This design comes from an exercise in tuning for small area on the open sky130 flow, not from production work. At most, simulation tests tie the RTL to the original design; equivalence was not proved. The clock port is modelled as an ideal driver, which makes a skipped or thinned clock tree look cheaper than it is; a real chip needs a root buffer or a tree.

== oak ==
==> flow/design.v (excerpt) <==
module acorn_prng (
    input clk,
    input reset,
    input wire load,
    input wire [1:0] select,
    input wire [11:0] gpio_seed,
    input wire [11:0] LA1_seed,
    output reg [11:0] out,
    output [12:0] io_oeb,
    output wire reset_out
);
Size in the first run: ~550 cells after synthesis, ~200 flip-flops, ~55 I/O pins.
==> module acorn_prng, before the edit <==
module acorn_prng (
    input clk,
    input reset,
    input wire load,
    input wire [1:0] select,
    input wire [11:0] gpio_seed,
    input wire [11:0] LA1_seed,
    output reg [11:0] out,
    output [12:0] io_oeb,
    output wire reset_out
);
assign io_oeb = 13'b0;
assign reset_out = reset;
reg [11:0] seed;
reg [3:0]  counter;
reg [11:0] ring [0:13];
reg        c0;              
reg        c15;             
reg        rdb;             
wire step = ~(counter[3] & counter[2] & counter[1]);    
wire [11:0] opa = c0  ? seed : ring[0];
wire [11:0] opb = ({12{c15}} & out) | ({12{rdb}} & ring[1]);
wire [12:0] cy;
wire [11:0] sum;
assign cy[0] = 1'b0;
genvar g;
generate
	for (g = 0; g < 12; g = g + 1) begin : add
		assign sum[g]  = opa[g] ^ opb[g] ^ cy[g];
		assign cy[g+1] = (opa[g] & opb[g]) | (cy[g] & (opa[g] ^ opb[g]));
	end
endgenerate
wire        sh = ~load & step;
wire        hd = load | c15 | (counter == 4'd14);    
wire [11:0] ring_nx [0:13];
genvar r;
generate
	for (r = 0; r < 14; r = r + 1) begin : rg
		wire [11:0] src = (r == 0) ? sum : (r == 13) ? ring[0] : ring[(r + 1) % 14];
		assign ring_nx[r] = ({12{sh}} & src) | ({12{hd}} & ring[r]);
		always @(posedge clk)
			ring[r] <= ring_nx[r];
	end
endgenerate
wire        ld     = load & ~reset;
wire        ld_g   = ld & ~select[1] &  select[0];
wire        ld_l   = ld &  select[1] & ~select[0];
wire        ld_f   = ld &  select[1] &  select[0];
wire        ld_e   = ld & (select[1] ~^ select[0]);
wire        keep_s = ~load & ~reset;
wire [11:0] seed_nx;
wire [11:0] ld_c = {ld_e, {10{ld_f}}, ld_e};
wire        upd    = ~reset & ~load & c15;
wire        keep_o = ~reset & (load | ~c15);
wire [11:0] out_nx;
generate
	for (g = 0; g < 12; g = g + 1) begin : hb
		wire sk;
		acorn_seed_bit sb (.ld_g(ld_g), .ld_l(ld_l), .keep(keep_s),
		                   .g(gpio_seed[g]), .l(LA1_seed[g]), .q(seed[g]), .dn(sk));
		assign seed_nx[g] = ~sk | ld_c[g];
		acorn_hold_bit ob (.upd(upd), .keep(keep_o), .s(sum[g]), .q(out[g]), .d(out_nx[g]));
	end
endgenerate
wire        run      = ~reset & ~load;
wire [3:0]  cnt_nx   = reset ? 4'd0 : run ? counter + 1'b1 : counter;
wire        c15_nx   = reset ? 1'b0 : run ? (counter == 4'd14) : c15;
always @(posedge clk) begin
	seed    <= seed_nx;
	out     <= out_nx;
	counter <= cnt_nx;
	c0      <= reset ? 1'b1 : run ? c15 : c0;
	c15     <= c15_nx;
	rdb     <= reset ? 1'b0 : (run & c15) ? 1'b1 : (run & (counter == 4'd14)) ? 1'b0 : rdb;
end
endmodule
==> module acorn_seed_bit, before the edit <==
module acorn_seed_bit (
    input wire ld_g, input wire ld_l, input wire keep,
    input wire g, input wire l, input wire q,
    output wire dn
);
assign dn = ~((ld_g & g) | (ld_l & l) | (keep & q));
endmodule
export LEC_CHECK = 0
export CAP_MARGIN = 20
export CORE_MARGIN = 2
export CORE_UTILIZATION = 40
export SLEW_MARGIN = 20
export SYNTH_HIERARCHICAL = 1
create_clock -name core_clock -period 5.0 [get_ports {clk}]
standard.sh (not shown) runs the stock make flow with config.mk's settings and CLKGATE_MAP_FILE= SYNTH_SCRIPT=/design/flow/synth_recipe.tcl, a recipe that flattens the netlist after the stock synthesis.
==> flow/flow/run.sh <==
#!/bin/bash
set -euo pipefail
here=$(pwd)
export BUFFER_PORTS_ARGS="-buffer_cell sky130_fd_sc_hd__buf_1"
export CTS_ARGS="-sink_clustering_enable -repair_clock_nets -dont_use_dummy_load -buf_list sky130_fd_sc_hd__clkbuf_8"
export POST_CTS_TCL="$here/flow/post_cts.tcl"
bash standard.sh > standard.log 2>&1
Other scripts of this flow, unchanged in this note and not shown: flow/flow/mytree.tcl, flow/flow/post_cts.tcl
Setup changes, oak to pine
--- a/flow/design.v
+++ b/flow/design.v
@@ -58,8 +58,6 @@
 generate
 	for (g = 0; g < 12; g = g + 1) begin : hb
-		wire sk;
-		acorn_seed_bit sb (.ld_g(ld_g), .ld_l(ld_l), .keep(keep_s),
-		                   .g(gpio_seed[g]), .l(LA1_seed[g]), .q(seed[g]), .dn(sk));
-		assign seed_nx[g] = ~sk | ld_c[g];
+		acorn_seed_bit sb (.ld_g(ld_g), .ld_l(ld_l), .ld_c(ld_c[g]), .keep(keep_s),
+		                   .g(gpio_seed[g]), .l(LA1_seed[g]), .q(seed[g]), .d(seed_nx[g]));
 		acorn_hold_bit ob (.upd(upd), .keep(keep_o), .s(sum[g]), .q(out[g]), .d(out_nx[g]));
 	end
@@ -78,9 +76,9 @@
 endmodule
 module acorn_seed_bit (
-    input wire ld_g, input wire ld_l, input wire keep,
+    input wire ld_g, input wire ld_l, input wire ld_c, input wire keep,
     input wire g, input wire l, input wire q,
-    output wire dn
+    output wire d
 );
-assign dn = ~((ld_g & g) | (ld_l & l) | (keep & q));
+assign d = (ld_g & g) | (ld_l & l) | ld_c | (keep & q);
 endmodule
 module acorn_hold_bit (
[summary]
oak → pine: synthesis-to-finish area growth went down by 0.48 points, number of cells produced by synthesis went up by about 2.2%, area enclosed by the die boundary went up by 0.43%.
Of pine and oak, the lower unique cell type count in the Yosys netlist belongs to pine.
In the tables for pine and oak, final worst clock skew reads higher with pine.
Compared oak against pine; cell area within noise.
The run with more setup slack is pine; oak has less.
From oak to pine the numbers moved as follows: final hold slack did not really move; met1 layer usage reported by global route went down; critical path data required time did not really move.
The final reports for pine and oak show signal arrival time at the worst endpoint lower in the former.
Against oak, pine comes in about 2% lower on combinational power.
No functional check of the RTL was part of oak. No run of this note takes its clock network from TritonCTS; it comes from the design's own scripts or RTL.

afterwards: timing with drivers on the ports:
How much do the figures lean on ideal ports? The routed layouts below were timed once more, with nothing changed but the port constraints. Step 1 (the two cells are an assumption about what drives the block):
set clk [get_ports {clk}]
set_driving_cell -lib_cell sky130_fd_sc_hd__clkbuf_16 $clk
set_driving_cell -lib_cell sky130_fd_sc_hd__buf_2 [delete_from_list [all_inputs] $clk]
Step 2, shift: input delay + t, output delay - t, t = (earliest + latest rising clock arrival at the registers) / 2. This alone moves slack from input paths to output paths. Three values: ideal ports, drivers, drivers and shift; two values: the first two.
run	shift t [ns]	slack for setup (ns)	latest minus earliest clock arrival (ns)	worst data-port slew with drivers (ns)	cell pins on the clock port's net
oak	0.465	0.133 / 0.133 / 0.133	0.018 / 0.018	0.04	1
pine	0.471	0.173 / 0.173 / 0.173	0.026 / 0.025	0.05	1
After both steps setup and hold are still met in every run listed.
